From an optimization exercise on the open Yosys and OpenROAD flow, aimed at small area, a short achievable clock period and few clock cycles; shortcuts taken in it are not production practice. Function was not checked in any run shown here: the RTL went through the layout flow alone. No activity file was given, so power comes from the tool's default toggle rates.

===== design/flow/design.v =====
module day1_2 (
    input  logic clk,
    input  logic rst,
    input  logic tvalid_rx,
    output logic tready_rx,
    input  logic [7:0] tdata_rx,
    input  logic tlast_rx,
    output logic tvalid_tx,
    input  logic tready_tx,
    output logic [31:0] tdata_tx,
    output logic tlast_tx
);
  logic [4:0] st;           
  logic [4:0] ns;
  logic       wf;           
  logic [3:0] wd;           
  wire l_e = (tdata_rx[4:0] == 5'd5);
  wire l_f = (tdata_rx[4:0] == 5'd6);
  wire l_g = (tdata_rx[4:0] == 5'd7);
  wire l_h = (tdata_rx[4:0] == 5'd8);
  wire l_i = (tdata_rx[4:0] == 5'd9);
  wire l_n = (tdata_rx[4:0] == 5'd14);
  wire l_o = (tdata_rx[4:0] == 5'd15);
  wire l_r = (tdata_rx[4:0] == 5'd18);
  wire l_s = (tdata_rx[4:0] == 5'd19);
  wire l_t = (tdata_rx[4:0] == 5'd20);
  wire l_u = (tdata_rx[4:0] == 5'd21);
  wire l_v = (tdata_rx[4:0] == 5'd22);
  wire l_w = (tdata_rx[4:0] == 5'd23);
  wire l_x = (tdata_rx[4:0] == 5'd24);
  wire l_z = (tdata_rx[4:0] == 5'd26);
  wire s_root = (st == 5'd0);
  wire s_e = (st == 5'd1);
  wire s_f = (st == 5'd2);
  wire s_n = (st == 5'd3);
  wire s_o = (st == 5'd4);
  wire s_s = (st == 5'd5);
  wire s_t = (st == 5'd6);
  wire s_z = (st == 5'd7);
  wire s_ei = (st == 5'd8);
  wire s_fi = (st == 5'd9);
  wire s_fo = (st == 5'd10);
  wire s_ni = (st == 5'd11);
  wire s_on = (st == 5'd12);
  wire s_se = (st == 5'd13);
  wire s_si = (st == 5'd14);
  wire s_th = (st == 5'd15);
  wire s_tw = (st == 5'd16);
  wire s_ze = (st == 5'd17);
  wire s_eig = (st == 5'd18);
  wire s_fiv = (st == 5'd19);
  wire s_fou = (st == 5'd20);
  wire s_nin = (st == 5'd21);
  wire s_sev = (st == 5'd22);
  wire s_thr = (st == 5'd23);
  wire s_zer = (st == 5'd24);
  wire s_eigh = (st == 5'd25);
  wire s_seve = (st == 5'd26);
  wire s_thre = (st == 5'd27);
  assign ns[0] = (l_e & (s_root | s_e | s_f | s_n | s_o | s_s | s_t | s_z | s_ei | s_fi | s_fo | s_ni | s_on | s_se | s_si | s_th | s_tw | s_ze | s_eig | s_fiv | s_fou | s_nin | s_thr | s_zer | s_eigh | s_seve | s_thre)) | (l_h & (s_t | s_eig)) | (l_i & (s_f | s_n | s_on | s_nin)) | (l_n & (s_root | s_e | s_f | s_n | s_s | s_t | s_z | s_ei | s_fi | s_ni | s_on | s_se | s_si | s_th | s_tw | s_ze | s_eig | s_fiv | s_fou | s_nin | s_sev | s_thr | s_zer | s_eigh | s_seve | s_thre)) | (l_r & (s_th)) | l_s | (l_v & (s_fi)) | l_z;
  assign ns[1] = (l_e & (s_sev | s_thr)) | l_f | (l_g & (s_ei)) | (l_h & (s_t)) | (l_i & (s_n | s_s | s_on | s_nin)) | (l_n & (s_root | s_e | s_f | s_n | s_s | s_t | s_z | s_ei | s_fi | s_on | s_se | s_si | s_th | s_tw | s_ze | s_eig | s_fiv | s_fou | s_nin | s_sev | s_thr | s_zer | s_eigh | s_seve | s_thre)) | (l_o & (s_f)) | (l_r & (s_th)) | l_t | (l_v & (s_fi | s_se)) | l_z;
  assign ns[2] = (l_e & (s_s)) | (l_h & (s_t)) | (l_i & (s_s)) | (l_n & (s_o | s_fo | s_ni)) | (l_o & (s_root | s_e | s_n | s_o | s_s | s_t | s_z | s_ei | s_fi | s_fo | s_ni | s_on | s_se | s_si | s_th | s_tw | s_ze | s_eig | s_fiv | s_fou | s_nin | s_sev | s_thr | s_zer | s_eigh | s_seve | s_thre)) | (l_r & (s_th)) | l_s | l_t | (l_u & (s_fo)) | (l_v & (s_se)) | l_z;
  assign ns[3] = (l_e & (s_s | s_sev | s_thr)) | (l_h & (s_t | s_eig)) | (l_i & (s_e | s_f | s_n | s_s | s_on | s_se | s_ze | s_nin | s_seve | s_thre)) | (l_n & (s_o | s_fo)) | (l_o & (s_f)) | (l_r & (s_ze));
  assign ns[4] = (l_e & (s_z | s_sev | s_thr)) | (l_g & (s_ei)) | (l_h & (s_eig)) | (l_n & (s_ni)) | (l_r & (s_th | s_ze)) | (l_u & (s_fo)) | (l_v & (s_fi | s_se)) | (l_w & (s_t));
  assign wf = (l_e & (s_on | s_fiv | s_nin | s_thre)) | (l_n & (s_seve)) | (l_o & (s_tw | s_zer)) | (l_r & (s_fou)) | (l_t & (s_eigh)) | (l_x & (s_si));
  assign wd[0] = (l_e & (s_on | s_fiv | s_nin | s_thre)) | (l_n & (s_seve));
  assign wd[1] = (l_e & (s_thre)) | (l_n & (s_seve)) | (l_o & (s_tw)) | (l_x & (s_si));
  assign wd[2] = (l_e & (s_fiv)) | (l_n & (s_seve)) | (l_r & (s_fou)) | (l_x & (s_si));
  assign wd[3] = (l_e & (s_nin)) | (l_t & (s_eigh));
  logic [3:0] first_dig, last_dig;
  logic       have;         
  logic       mac;          
  logic [6:0] acc_lo;
  logic       cy;           
  logic [16:0] acc_hi;
  logic       done;
  wire take  = tvalid_rx;
  wire isnum = ~tdata_rx[6];
  wire found = isnum | wf;
  wire [3:0] dig = isnum ? tdata_rx[3:0] : wd;
  wire [6:0] val = {first_dig, 3'b000} + {2'b00, first_dig, 1'b0} + {3'b000, last_dig};
  always_ff @(posedge clk) begin
    if (take && found) begin
      last_dig <= dig;
      if (!have) first_dig <= dig;
    end
  end
  always_ff @(posedge clk) begin
    if (rst) begin
      st     <= '0;
      have   <= 1'b0;
      mac    <= 1'b0;
      acc_lo <= '0;
      cy     <= 1'b0;
      acc_hi <= '0;
      done   <= 1'b0;
    end else begin
      if (take) begin
        st   <= (tlast_rx || isnum) ? 5'd0 : ns;
        have <= ~tlast_rx & (have | found);
      end
      mac <= take & tlast_rx;
      {cy, acc_lo} <= {1'b0, acc_lo} + (mac ? {1'b0, val} : 8'd0);
      acc_hi <= acc_hi + {16'd0, cy};
      done <= tready_tx & ~mac & ~cy;
    end
  end
  assign tready_rx = 1'b1;
  assign tvalid_tx = done;
  assign tlast_tx  = done;
  assign tdata_tx  = {8'd0, acc_hi, acc_lo};
endmodule

===== design/flow/run.sh =====
#!/bin/bash
# synth_recipe.tcl (not shown) runs the flow's synth.tcl, then flattens the netlist and writes it again
# the make line also repeats each setting of config.mk as NAME=value (left out here)
make -C /OpenROAD-flow-scripts/flow DESIGN_CONFIG=/design/flow/config.mk WORK_HOME=/design/flow/orfs CLKGATE_MAP_FILE= SYNTH_SCRIPT=/design/flow/synth_recipe.tcl finish

===== design/flow/config.mk =====
export PLATFORM = sky130hd
export DESIGN_NAME = day1_2
export DESIGN_NICKNAME = day1_2
export VERILOG_FILES = /design/flow/design.v
export SDC_FILE = /design/flow/constraint.sdc
export NUM_CORES = 4
export LEC_CHECK = 0
export CAP_MARGIN = 20
export CORE_MARGIN = 2
export CORE_UTILIZATION = 40
export SLEW_MARGIN = 20

===== design/flow/constraint.sdc =====
create_clock -name core_clock -period 10.0 [get_ports {clk}]
set_input_delay 2.0000 -clock core_clock [delete_from_list [all_inputs] [get_ports {clk}]]
set_output_delay 2.0000 -clock core_clock [all_outputs]
set_load 0.01 [all_outputs]

==> results of run 1 <==
-- synthesized netlist by cell type (3+ instances only) --
cell,instances
nor3b_1,8
inv_1,16
and2_1,6
o21ai_0,12
nor3_1,8
buf_2,6
ha_1,16
xnor2_1,8
fa_1,3
or4_1,3
a211oi_1,3
o21a_1,5
buf_4,13
or3_1,6
a21o_1,5
xor2_1,9
nor2b_1,16
or2_2,3
nand3_1,14
nand4_1,4
or2_1,3
dfxtp_1,33
edfxtp_1,8
clkbuf_1,5
nand2_1,18
a21oi_1,17
nand2b_1,7
nor4_1,3
nor2_1,34
nand3b_1,8
-- critical path, stage by stage --
cell and delay (ns):
clkdlybuf4s50_1 0.67, nor3b_2 0.41, nand4_1 0.15, a211o_1 0.34
a31oi_2 0.35, and2b_1 0.27
-- layout make-up --
class	count	area, um2	area share
Sequential cell	41	900.9	0.2596
Tap cell	99	123.9	0.03570
Clock inverter	2	38.79	0.01118
Multi-Input combinational cell	277	1884	0.5431
Timing Repair Buffer	37	367.9	0.1060
Clock buffer	6	93.84	0.02705
Inverter	16	60.06	0.01731
-- worst max path at each step --
stage | endpoint | from
6_report | first_dig[3] | tdata_rx[2]
5_1_grt | first_dig[2] | tdata_rx[2]
4_1_cts | first_dig[3] | tdata_rx[2]
3_5_place_dp | first_dig[3] | tdata_rx[2]
3_3_place_gp | first_dig[2] | tdata_rx[2]
2_1_floorplan | first_dig[0] | tdata_rx[0]
-- per-stage QoR --
stage          utilization  area [um2]  cells  power (mW)
6_report            0.4784        3470    478      0.3824
5_1_grt             0.4784        3470    478      0.4003
4_1_cts             0.4784        3470    478      0.3869
3_5_place_dp        0.4601        3337    470      0.2364
3_3_place_gp        0.4601        3337    470      0.2354
2_1_floorplan            -        3018    361      0.2205
-- flip-flops by register name, indices dropped and copies added, names as in the netlist --
name,count
acc_hi,17
acc_lo,7
cy,1
done,1
first_dig,4
have,1
last_dig,4
mac,1
st,5
-- power by group --
part           switching (mW)  internal [mW]  leakage, nW  total [mW]
Clock                  0.0595         0.0905       0.0669       0.150
Combinational          0.0294         0.0258        0.860      0.0552
Sequential            0.00344          0.174        0.344       0.177
Total                  0.0923          0.290         1.27       0.382
-- kinds of logic (layout without fill, tap and decap cells) --
kind of cell | count (synthesis) | count (layout) | share of synthesized area
flip-flops | 41 | 41 | 0.3011
AND/OR/NAND/NOR | 158 | 158 | 0.3020
adder cells (fa/ha/maj) | 19 | 19 | 0.08699
XOR/XNOR | 17 | 17 | 0.04977
AO/OA/AOI/OAI | 74 | 74 | 0.1798
buffers and inverters | 43 | 61 | 0.07779
other | 2 | 9 | 0.002510
-- cells in the final DEF (no fill, tap or decap), types with 3 or more instances in the layout --
cell             count
fa_1                 3
or2_2                3
clkdlybuf4s50_1     36
nor2b_1             16
o21a_1               5
nand2b_1             7
edfxtp_1             8
or2_1                3
inv_1               16
or4_1                3
nand2_1             18
nor3b_1              8
a21oi_1             17
nor4_1               3
xor2_1               9
or3_1                6
nor2_1              34
dfxtp_1             33
nand4_1              4
nor3_1               8
clkbuf_8             5
o21ai_0             12
a21o_1               5
nand3b_1             8
conb_1               9
nand3_1             14
ha_1                16
and2_1               6
xnor2_1              8
a211oi_1             3
-- layer usage --
layer / vias to the layer above / global-route usage / routed length, um
met5: - / 0 / 0
met4: 0 / 0.06667 / 104
met3: 8 / 0.03339 / 397
met2: 78 / 0.2867 / 3261
met1: 1224 / 0.2265 / 3188
li1: 1297 / - / -
==> key figures, run 1 <==
Min path
  – WHS Path Cells: 1
  – Hold EP: done
  – Min-delay src: cy
  – Hold Crit Class: reg2reg

Setup path
  – RR Startpoint: first_dig[0]
  – Setup Crit Path Kind: in2reg
  – Worst Setup End Kind: flip-flop
  – Crit start category: input pin
  – Data arrival, critical path: 4.18 ns
  – R2R cell count: 9
  – Req. time, crit path: 9.99 ns
  – Critical R2R Capture: acc_lo[6]
  – Peak fanout along the critical path: 11
  – FF-to-FF setup slack: 6.97 ns

Logic synthesis
  – Yosys warns: 1
  – Yosys reg bits: 41
  – Ys async rst share: 0
  – Syn avg cell area: 8.451 um2
  – Area share of the leading cell type in the synthesized netlist: 0.2208
  – Yosys cell types: 71
  – Area leader, netlist: dfxtp_1
  – Sequential-to-total area share from yosys stat: 0.3011
  – Synth top area cells: dfxtp_1, edfxtp_1, ha_1
  – Synth Cell Area: 2992 um2
  – Post-synth EDFFs: 8
  – Cells after Synth: 354
  – Ys flop type: dfxtp_1

CTS
  – Post-CTS Setup Inserts: 0
  – Clk sinks: 41
  – CTS Buf Count: 5
  – Clock buffer depth: 2
  – H-Tree Level Count: 2
  – CTS tree: yes
  – Skew-Pair Late Insertion Delay: 0.30 ns
  – Clk slew on worst S/H paths: 0.09 ns
  – Hold Buf Count CTS: 0
  – Root buf cell: clkbuf_8
  – Resized cells post-CTS: 0

Placement
  – Post-DP HPWL: 5152 um
  – I/O Buffers: 36
  – GPL Wtd Cong: 0.9016
  – Worst slack at placement: 5.476 ns

Global route
  – Total grt overflow: 0
  – First-pass GRT wire length: 11930 um
  – Global Route Usage Sum: 0.1745
  – Initial antenna violation count: 0
  – Number of global-route vias before repair: 2497
  – Largest net degree at the start of global routing: 37

Die
  – # IOs: 48
  – Die Span Y: 90.48 um
  – FP Rows: 31
  – Core area: 7253 um2
  – Die Area: 8187 um2
  – Die Wd: 90.48 um
  – Starting Density: 0.4125

Pwr
  – Maximum VDD drop: 0.05540 mV
  – Pwr per Cell Area: 110.2 nW/um2
  – Leakage power: 1.270 nW

Layout
  – # fillers: 722
  – Final nets: 410
  – Area Growth Syn to Fin: 15.98%
  – Share of layout cells above drive strength 1: 0.06332
  – Antenna Cells: 0

STA
  – Worst setup margin: 5.811 ns
  – Setup total negative slack: 0 ns
  – Worst slew margin: 0.4224
  – Measured slew at the worst slew-check pin: 0.8653 ns
  – Final Max Slew Viols: 0
  – Tcrit/Tclk final: 0.4189
  – WHS: 0.4409 ns
  – Hold violation count in the final report: 0
  – RSZ-0062 raised after global routing: no
  – Final setup viols: 0
  – Final Skew: 0.01165 ns
  – Achievable clock frequency: 0.2387 GHz
  – Final min period: 4.189 ns

Routing
  – Routed Antenna Nets: 0
  – 1st-iter DRT viols: 115
  – Drc violations: 0
  – Vias/cell: 5.454
  – DR WL/cell: 14.54 um
  – DRT Pass-1 Iters: 4
  – Via count: 2607
  – Drt total wl: 6952 um

Status
  – Status: finished clean

Run
  – Max_cap viols: 0
==> inputs of run 2 (changes only) <==
--- a/design/flow/design.v
+++ b/design/flow/design.v
@@ -11,23 +11,33 @@
     output logic tlast_tx
 );
+  logic       tv;           
+  logic       tl;           
+  logic       tn;           
+  logic [4:0] td;           
+  always_ff @(posedge clk) begin
+    tv <= tvalid_rx & ~rst;
+    tl <= tlast_rx;
+    tn <= ~tdata_rx[6];
+    td <= tdata_rx[4:0];
+  end
   logic [4:0] st;           
   logic [4:0] ns;
   logic       wf;           
   logic [3:0] wd;           
-  wire l_e = (tdata_rx[4:0] == 5'd5);
-  wire l_f = (tdata_rx[4:0] == 5'd6);
-  wire l_g = (tdata_rx[4:0] == 5'd7);
-  wire l_h = (tdata_rx[4:0] == 5'd8);
-  wire l_i = (tdata_rx[4:0] == 5'd9);
-  wire l_n = (tdata_rx[4:0] == 5'd14);
-  wire l_o = (tdata_rx[4:0] == 5'd15);
-  wire l_r = (tdata_rx[4:0] == 5'd18);
-  wire l_s = (tdata_rx[4:0] == 5'd19);
-  wire l_t = (tdata_rx[4:0] == 5'd20);
-  wire l_u = (tdata_rx[4:0] == 5'd21);
-  wire l_v = (tdata_rx[4:0] == 5'd22);
-  wire l_w = (tdata_rx[4:0] == 5'd23);
-  wire l_x = (tdata_rx[4:0] == 5'd24);
-  wire l_z = (tdata_rx[4:0] == 5'd26);
+  wire l_e = (td == 5'd5);
+  wire l_f = (td == 5'd6);
+  wire l_g = (td == 5'd7);
+  wire l_h = (td == 5'd8);
+  wire l_i = (td == 5'd9);
+  wire l_n = (td == 5'd14);
+  wire l_o = (td == 5'd15);
+  wire l_r = (td == 5'd18);
+  wire l_s = (td == 5'd19);
+  wire l_t = (td == 5'd20);
+  wire l_u = (td == 5'd21);
+  wire l_v = (td == 5'd22);
+  wire l_w = (td == 5'd23);
+  wire l_x = (td == 5'd24);
+  wire l_z = (td == 5'd26);
   wire s_root = (st == 5'd0);
   wire s_e = (st == 5'd1);
@@ -75,11 +85,9 @@
   logic [16:0] acc_hi;
   logic       done;
-  wire take  = tvalid_rx;
-  wire isnum = ~tdata_rx[6];
-  wire found = isnum | wf;
-  wire [3:0] dig = isnum ? tdata_rx[3:0] : wd;
+  wire found = tn | wf;
+  wire [3:0] dig = tn ? td[3:0] : wd;
   wire [6:0] val = {first_dig, 3'b000} + {2'b00, first_dig, 1'b0} + {3'b000, last_dig};
   always_ff @(posedge clk) begin
-    if (take && found) begin
+    if (tv && found) begin
       last_dig <= dig;
       if (!have) first_dig <= dig;
@@ -96,12 +104,12 @@
       done   <= 1'b0;
     end else begin
-      if (take) begin
-        st   <= (tlast_rx || isnum) ? 5'd0 : ns;
-        have <= ~tlast_rx & (have | found);
+      if (tv) begin
+        st   <= (tl || tn) ? 5'd0 : ns;
+        have <= ~tl & (have | found);
       end
-      mac <= take & tlast_rx;
+      mac <= tv & tl;
       {cy, acc_lo} <= {1'b0, acc_lo} + (mac ? {1'b0, val} : 8'd0);
       acc_hi <= acc_hi + {16'd0, cy};
-      done <= tready_tx & ~mac & ~cy;
+      done <= tready_tx & ~tv & ~mac & ~cy;
     end
   end
==> run 2 against run 1 <==
  * Still clean
  * Critical path depth is 5 lower
  * Global-route usage is 0.78 points lower
  * Routed wire length grew 0.29%
  * Via count increased by 5.5%
  * Clock-buffer cell count unchanged
  * Die area increased by 5.9%
  * Register-to-register slack improved by 0.12 ns
  * Critical path type is now reg2out
  * Largest power group unchanged
==> key figures, run 2 <==
Logic synthesis
  – Yosys cell types: 61 (was 71)
  – Count leader, synth: dfxtp_1 (was nor2_1)
  – Synth Cell Area: 3177 um2 (was 2992 um2)
  – Cells after Synth: 376 (was 354)
  – Synth top area cells: dfxtp_1, edfxtp_1, ha_1 (unchanged)
  – Sequential-to-total area share from yosys stat: 0.3340 (was 0.3011)
  – Area leader, netlist: dfxtp_1 (unchanged)
  – Yosys reg bits: 49 (was 41)
  – Ys flop type: dfxtp_1 (unchanged)
  – Syn avg cell area: 8.449 um2 (was 8.451 um2)
  – Yosys warns: 1 (unchanged)
  – Synth top cells by count: dfxtp_1, nor2_1, nand2_1, inv_1 (was nor2_1, dfxtp_1, nand2_1, a21oi_1)
  – Ys async rst share: 0 (unchanged)
  – Area share of the leading cell type in the synthesized netlist: 0.2584 (was 0.2208)
  – Post-synth EDFFs: 8 (unchanged)

Routing
  – Vias/cell: 5.533 (was 5.454)
  – Routed Antenna Nets: 0 (unchanged)
  – DRT Pass-1 Iters: 4 (unchanged)
  – 1st-iter DRT viols: 137 (was 115)
  – Via count: 2750 (was 2607)
  – DR WL/cell: 14.03 um (was 14.54 um)
  – Drt total wl: 6972 um (was 6952 um)
  – Drc violations: 0 (unchanged)

Die
  – Core area: 7727 um2 (was 7253 um2)
  – FP Rows: 32 (was 31)
  – Die Wd: 93.12 um (was 90.48 um)
  – Die Area: 8670 um2 (was 8187 um2)
  – Starting Density: 0.4111 (was 0.4125)
  – # IOs: 48 (unchanged)
  – Die Span Y: 93.12 um (was 90.48 um)

STA
  – Final min period: 3.296 ns (was 4.189 ns)
  – RSZ-0062 raised after global routing: no (unchanged)
  – Final Max Slew Viols: 0 (unchanged)
  – Achievable clock frequency: 0.3034 GHz (was 0.2387 GHz)
  – Tcrit/Tclk final: 0.3296 (was 0.4189)
  – Final Skew: 0.006054 ns (was 0.01165 ns)
  – Hold violation count in the final report: 0 (unchanged)
  – Setup total negative slack: 0 ns (unchanged)
  – Measured slew at the worst slew-check pin: 0.8611 ns (was 0.8653 ns)
  – Final setup viols: 0 (unchanged)
  – Worst slew margin: 0.4251 (was 0.4224)

Setup path
  – Setup Crit Path Kind: reg2out (was in2reg)
  – Top delay family on crit path: buffers and inverters (was simple AND/OR/NAND/NOR gates)
  – Buf+Inv Stages, Crit Path: 1 (unchanged)
  – Worst Setup End Kind: output port (was flip-flop)
  – CP max stage delay: 0.57 ns (was 0.67 ns)
  – Crit start category: flip-flop (was input pin)
  – CP cell instances: clkdlybuf4s50_1 (was clkdlybuf4s50_1 > nor3b_2 > nand4_1 > a211o_1 > a31oi_2 > and2b_1)
  – Req. time, crit path: 8.00 ns (was 9.99 ns)
  – Data arrival, critical path: 1.30 ns (was 4.18 ns)
  – Slowest cell on crit path: clkdlybuf4s50_1 (unchanged)
  – Peak fanout along the critical path: 6 (was 11)

Layout
  – Commonest non-fill, non-tap cell in the layout: dfxtp_1 (was clkdlybuf4s50_1)
  – Fin area: 3612 um2 (was 3470 um2)
  – Number of flip-flops in the largest register: 17 (unchanged)
  – Final core utilization: 0.4675 (was 0.4784)
  – Antenna Cells: 0 (unchanged)
  – Final nets: 427 (was 410)
  – Largest Register: acc_hi (unchanged)
  – Share of layout cells above drive strength 1: 0.03544 (was 0.06332)
  – Commonest non-fill, non-tap cells in the layout: dfxtp_1, clkdlybuf4s50_1, nor2_1 (was clkdlybuf4s50_1, nor2_1, dfxtp_1)
  – Area Growth Syn to Fin: 13.71% (was 15.98%)
  – Biggest regs: acc_hi: 17 flops, acc_lo: 7 flops (was acc_hi: 17 flops, acc_lo: 7 flops, st: 5 flops)

Global route
  – Number of global-route vias before repair: 2501 (was 2497)
  – First-pass GRT wire length: 11740 um (was 11930 um)
  – Largest net degree at the start of global routing: 40 (was 37)
  – Global Route Usage Sum: 0.1668 (was 0.1745)
  – Total grt overflow: 0 (unchanged)
  – Initial antenna violation count: 0 (unchanged)

Placement
  – Area post-placement: 3523 um2 (was 3337 um2)
  – I/O Buffers: 36 (unchanged)
  – GPL Wtd Cong: 0.9125 (was 0.9016)
  – Post-DP HPWL: 5136 um (was 5152 um)

CTS
  – Skew-Pair Late Insertion Delay: 0.29 ns (was 0.30 ns)
  – Hold Buf Count CTS: 0 (unchanged)
  – Root buf cell: clkbuf_8 (unchanged)
  – Clk slew on worst S/H paths: 0.08 ns (was 0.09 ns)
  – Clock buffer depth: 2 (unchanged)
  – H-Tree Level Count: 2 (unchanged)
  – Resized cells post-CTS: 0 (unchanged)
  – CTS tree: yes (unchanged)
  – CTS Buf Count: 5 (unchanged)
  – Post-CTS Setup Inserts: 0 (unchanged)
  – Clk sinks: 49 (was 41)

Pwr
  – Pwr per Cell Area: 103.0 nW/um2 (was 110.2 nW/um2)
  – Maximum VDD drop: 0.05097 mV (was 0.05540 mV)
  – Tot Pwr: 372.0 uW (was 382.4 uW)
  – Leakage power: 1.264 nW (was 1.270 nW)

Run
  – Max_cap viols: 0 (unchanged)

Status
  – Status: finished clean (unchanged)

Min path
  – Hold Crit Class: reg2reg (unchanged)
-- run 2: cell types whose count changed after synthesis, sizes merged, moves of 5 or more --
cell	change
nand4	+5
nor2b	-5
nor2	-5
clkbuf	+6
dfxtp	+8
nor3	+7
nor4	+7
-- run 2: path summary, 6_finish.rpt --
| path | slack, ns | endpoint | depth (start not counted) | from |
|---|---|---|---|---|
| worst min-delay path | 0.46 | done | 1 | cy |
| worst min register to register | 0.46 | done | 1 | cy |
| worst max register to register | 7.09 | acc_lo[6] | 12 | first_dig[0] |
| worst max-delay path | 6.70 | tdata_tx[10] | 1 | acc_hi[3] |
-- run 2: logic make-up (layout without fill, tap and decap cells) --
logic type / count (synthesis) / after routing / synth area share
simple gates: 162 / 162 / 0.2954
compound gates: 71 / 71 / 0.1497
buf+inv: 53 / 65 / 0.08113
flops: 49 / 49 / 0.3340
fa+ha+maj: 19 / 19 / 0.08192
xor+xnor: 19 / 19 / 0.05238
other cells: 2 / 9 / 0.002364
mux: 1 / 1 / 0.003151
-- run 2: layer usage --
layer,vias to the layer above,GRT usage,wire length (um)
li1,1379,-,-
met5,-,0,0
met4,0,0.04534,51
met3,4,0.02820,354
met2,80,0.2790,3399
met1,1287,0.2226,3167
-- run 2: report_power, final --
part | internal, mW | switching, mW
combinational | 0.0205 | 0.0211
clock | 0.0549 | 0.0621
sequential | 0.206 | 0.00769
-- run 2: layout make-up --
type                            instances  area, um2
Clock buffer                            6      82.58
Clock inverter                          1      6.256
Fill cell                             741       4115
Inverter                               20      75.07
Multi-Input combinational cell        281       1884
Sequential cell                        49       1061
Tap cell                              102      127.6
Timing Repair Buffer                   38      375.4
-- run 2: per-stage QoR --
stage	setup slack (ns)	instances	hold slack (ns)
2_1_floorplan	7.249	383	0.4009
5_1_grt	6.633	497	0.4688
6_report	6.704	497	0.4561
3_3_place_gp	6.567	490	0.4374
3_5_place_dp	6.543	490	0.4409
4_1_cts	6.681	497	0.4565

afterwards: timing with drivers on the ports:
The results above use ideal ports. As a check the final layouts listed here were re-extracted and re-timed, cells and wires unchanged.
Step 1 assumes that a clkbuf_16 drives the clock port and a buf_2 every other input.
Step 2 adds t to the input delays and takes it off the output delays; t is the mean of the earliest and latest rising clock arrival at the registers after step 1. Input paths then give back, and output paths get back, about the clock's delay inside the block.
Three values: ideal, step 1, step 2; two values: the first two.
| run | t (ns) | slack for setup (ns) | hold slack, ns | pins driven straight from the clock port |
|---|---|---|---|---|
| run 1 | 0.319 | 5.811 / 5.819 / 5.500 | 0.441 / 0.441 / 0.441 | 1 |
| run 2 | 0.319 | 6.704 / 6.674 / 6.561 | 0.456 / 0.456 / 0.456 | 1 |
After both steps every run listed still meets setup and hold. For run 1, which loses most, drivers alone change the setup slack by +0.008 ns; drivers and shift together by -0.311 ns.
